Source: an optimization exercise on an open RTL-to-GDS flow (aim: small area and a short achievable clock period). Production flows keep margins and buffers that such runs may drop.
The RTL was checked by simulation tests, not by an equivalence proof against the original design.
No driver is modelled on the clock port, so clock power and skew are understated where the tree is cut down; a real chip needs a root buffer or a tree.
Power and IR drop assume default switching activity.

Setup of the previous run:
Design xspi_top, start of the top module:
module xspi_top (
    input  wire        clk,
    input  wire        rst_n,
    input  wire        start,
    input  wire [7:0]  command,
    input  wire [47:0] address,
    input  wire [63:0] wr_data,
    output reg  [63:0] rd_data,
    output reg         done,
    output reg         ready,
    output reg         xspi_cs_n,
    output reg  [7:0]  xspi_io
);
Size: ~320 cells after synthesis, ~150 flip-flops, ~200 I/O pins, ~5700 um^2 of cells after synthesis.
==> module xspi_top, before the edit <==
module xspi_top (
    input  wire        clk,
    input  wire        rst_n,
    input  wire        start,
    input  wire [7:0]  command,
    input  wire [47:0] address,
    input  wire [63:0] wr_data,
    output reg  [63:0] rd_data,
    output reg         done,
    output reg         ready,
    output reg         xspi_cs_n,
    output reg  [7:0]  xspi_io
);
    reg  [8:0]  jc;
    reg         is_wr;       
    reg         is_rd;       
    reg         clr_pend;    
    reg  [63:0] mem;         
    wire is_oth = ~is_wr & ~is_rd;
    wire [17:0] st;          
    assign st[0] = ~jc[0] & ~jc[8];
    genvar n;
    generate
        for (n = 1; n <= 8; n = n + 1) begin : g_up
            assign st[n] = jc[n - 1] & ~jc[n];
        end
        for (n = 10; n <= 17; n = n + 1) begin : g_down
            assign st[n] = ~jc[n - 10] & jc[n - 9];
        end
    endgenerate
    assign st[9] = jc[0] & jc[8];
    wire up_1_8  = jc[0] & ~jc[8];   
    wire st_9_15 = jc[8] & jc[6];    
    wire fin = (st[8] & is_oth) | (st[16] & is_wr) | st[17];
    always @(posedge clk or negedge rst_n) begin
        if (!rst_n)
            jc <= 9'd0;
        else if (fin)
            jc <= 9'd0;
        else
            jc <= {jc[7:0], ~jc[8] & (jc[0] | start)};
    end
    always @(posedge clk or negedge rst_n) begin
        if (!rst_n)
            clr_pend <= 1'b1;
        else if (st[8])
            clr_pend <= 1'b0;
    end
    always @(posedge clk) begin
        is_wr <= (command == 8'hA5);
        is_rd <= (command == 8'hFF);
    end
    wire [15:0] io_sel;
    assign io_sel[0]  = st[1];                      
    assign io_sel[1]  = st[7];                      
    assign io_sel[2]  = st[6];                      
    assign io_sel[3]  = st[5];                      
    assign io_sel[4]  = st[4];                      
    assign io_sel[5]  = st[3];                      
    assign io_sel[6]  = st[2];                      
    assign io_sel[7]  = is_wr & st[15];             
    assign io_sel[8]  = is_wr & st[14];             
    assign io_sel[9]  = is_wr & st[13];             
    assign io_sel[10] = is_wr & st[12];             
    assign io_sel[11] = is_wr & st[11];             
    assign io_sel[12] = is_wr & st[10];             
    assign io_sel[13] = is_wr & st[9];              
    assign io_sel[14] = is_wr & st[8];              
    assign io_sel[15] = is_rd & (st[8] | st_9_15);  
    wire [7:0] io_nx;
    xspi_bytesel io_mux (
        .sel(io_sel),
        .src({mem[63:56], wr_data, address, command}),
        .y(io_nx)
    );
    always @(posedge clk) begin
        xspi_io   <= io_nx;
        xspi_cs_n <= ~((up_1_8 & ~(st[8] & is_oth)) | st_9_15
                       | (st[16] & is_rd));
        done      <= fin;
        ready     <= st[16] & is_rd;
    end
    wire mem_sh = (is_wr & jc[8] & jc[7])                   
                | (is_rd & ((jc[7] & ~jc[8]) | st_9_15));   
    wire rd_ld  = is_rd & st[16];
    wire [7:0] mem_in = (is_wr ? xspi_io : mem[63:56]) & {8{~clr_pend}};
    always @(posedge clk) begin
        if (clr_pend | mem_sh)
            mem <= {mem[55:0], mem_in};
    end
    always @(posedge clk) begin
        if (clr_pend | rd_ld)
            rd_data <= mem;
    end
endmodule
clock: 7.0 ns
lec_check: 0
abc_clock_period_in_ps: 2100
cap_margin: 20
core_margin: 2
core_utilization: 40
slew_margin: 20
synth_hierarchical: 1
synth_minimum_keep_size: 0
standard.sh (not shown) runs the stock make flow with config.mk's settings and CLKGATE_MAP_FILE= SYNTH_SCRIPT=/design/flow/synth_recipe.tcl, a recipe that flattens the netlist after the stock synthesis.
==> flow/flow/run.sh <==
#!/bin/bash
# Layout flow: the standard ORFS flow (standard.sh), with these changes.
#  - The port buffers are plain buf_1 cells.
#  - flow/mycts.tcl replaces ORFS's CTS step. It first moves each output
#    port buffer that an enable flip-flop drives next to that flip-flop.
#    Then it builds the clock tree: the clock port drives one clock
#    inverter, which drives CTS_NBUF clock inverters, each driving one
#    cluster of flip-flops. Then timing repair aims at SETUP_SLACK_MARGIN ns
#    of setup slack, and an area recovery pass gives each cell the smallest
#    size that keeps the worst slack that repair reached (and keeps AR_GUARD
#    ns more on the paths through the cell).
set -euo pipefail
export BUFFER_PORTS_ARGS="-buffer_cell sky130_fd_sc_hd__buf_1"
RES=$PWD/orfs/results/$FLOW_PLATFORM/xspi_top/base

bash standard.sh "BUFFER_PORTS_ARGS=$BUFFER_PORTS_ARGS" place > flow_1_to_3_place.log 2>&1

PLATFORM_DIR=$FLOW_HOME/platforms/$FLOW_PLATFORM RES=$RES CLK_PORT=clk \
  PULL_OUT_FLOPS=1 PULL_OUT_BUFS=1 PULL_MATCH='*edfxtp*' \
  CTS_ROOT=sky130_fd_sc_hd__clkinv_16 CTS_NBUF=6 CTS_BUFCELL=sky130_fd_sc_hd__clkinv_8 \
  SETUP_SLACK_MARGIN=4.95 AREA_RECOVER=1 AR_MAX_SLEW=0.4 AR_EPS=0.003 AR_GUARD=0.03 \
  openroad -no_init -exit flow/mycts.tcl > flow_4_cts.log 2>&1
cp $RES/4_1_cts.odb $RES/4_cts.odb
touch $RES/4_cts.sdc

bash standard.sh "BUFFER_PORTS_ARGS=$BUFFER_PORTS_ARGS" finish > flow_5_to_6_finish.log 2>&1
Other scripts of this flow, unchanged in this note and not shown: flow/flow/mycts.tcl
The previous run ran to completion and came out clean on the timing, design-rule and antenna checks.
## Diff of input files: the current run against the previous run
diff --git a/flow/design.v b/flow/design.v
--- a/flow/design.v
+++ b/flow/design.v
@@ -47,8 +47,10 @@
             clr_pend <= 1'b0;
     end
     always @(posedge clk) begin
-        is_wr <= (command == 8'hA5);
-        is_rd <= (command == 8'hFF);
+        if (st[1]) begin
+            is_wr <= (command == 8'hA5);
+            is_rd <= (command == 8'hFF);
+        end
     end
     wire [15:0] io_sel;
     assign io_sel[0]  = st[1];                      
@@ -80,9 +82,14 @@
         done      <= fin;
         ready     <= st[16] & is_rd;
     end
-    wire mem_sh = (is_wr & jc[8] & jc[7])                   
-                | (is_rd & ((jc[7] & ~jc[8]) | st_9_15));   
-    wire rd_ld  = is_rd & st[16];
+    reg mem_sh;      
+    reg rd_ld;       
+    always @(posedge clk) begin
+        mem_sh <= (is_wr & (st[8] | st_9_15))
+                | (is_rd & (st[7] | st[8] | st[9] | st[10] | st[11]
+                            | st[12] | st[13] | st[14]));
+        rd_ld  <= is_rd & st[15];
+    end
     wire [7:0] mem_in = (is_wr ? xspi_io : mem[63:56]) & {8{~clr_pend}};
     always @(posedge clk) begin
         if (clr_pend | mem_sh)
## What came out
- Re post-synthesis compound-gate area fraction: the previous run was lower than the current run.
- | number of synthesized flops with an enable pin | lower: the previous run |
- Between the previous run and the current run, total chip power increased.
- The previous run and the current run ended up with nearly the same post-detailed-route via-to-cell ratio.
- Diff the previous run -> the current run | number of cells produced by synthesis | up slightly
No run of this note takes its clock network from TritonCTS; it comes from the design's own scripts or RTL.

## what the ideal ports hide
How much do the figures lean on ideal ports? The routed layouts below were timed once more, with nothing changed but the port constraints. Step 1, drivers: a clkbuf_16 drives clk and a buf_2 each remaining input, both assumed. Step 2 adds t to the input delays and takes it off the output delays; t is the mean of the earliest and latest rising clock arrival at the registers after step 1. Input paths then give back, and output paths get back, about the clock's delay inside the block. Slacks: no drivers / after step 1 / after step 2; pairs: no drivers / after step 1.
run | t, ns | setup WS [ns] | worst register clock-pin slew, ns | worst slew at a driven data input, ns | cell pins on the clock port's net
the previous run | 0.278 | 4.853 / 4.790 / 4.622 | 0.10 / 0.10 | 0.09 | 1
the current run | 0.284 | 4.861 / 4.786 / 4.658 | 0.11 / 0.11 | 0.09 | 1
After both steps setup and hold are still met in every run listed. For the previous run, which loses most, drivers alone change the setup slack by -0.063 ns; drivers and shift together by -0.231 ns.
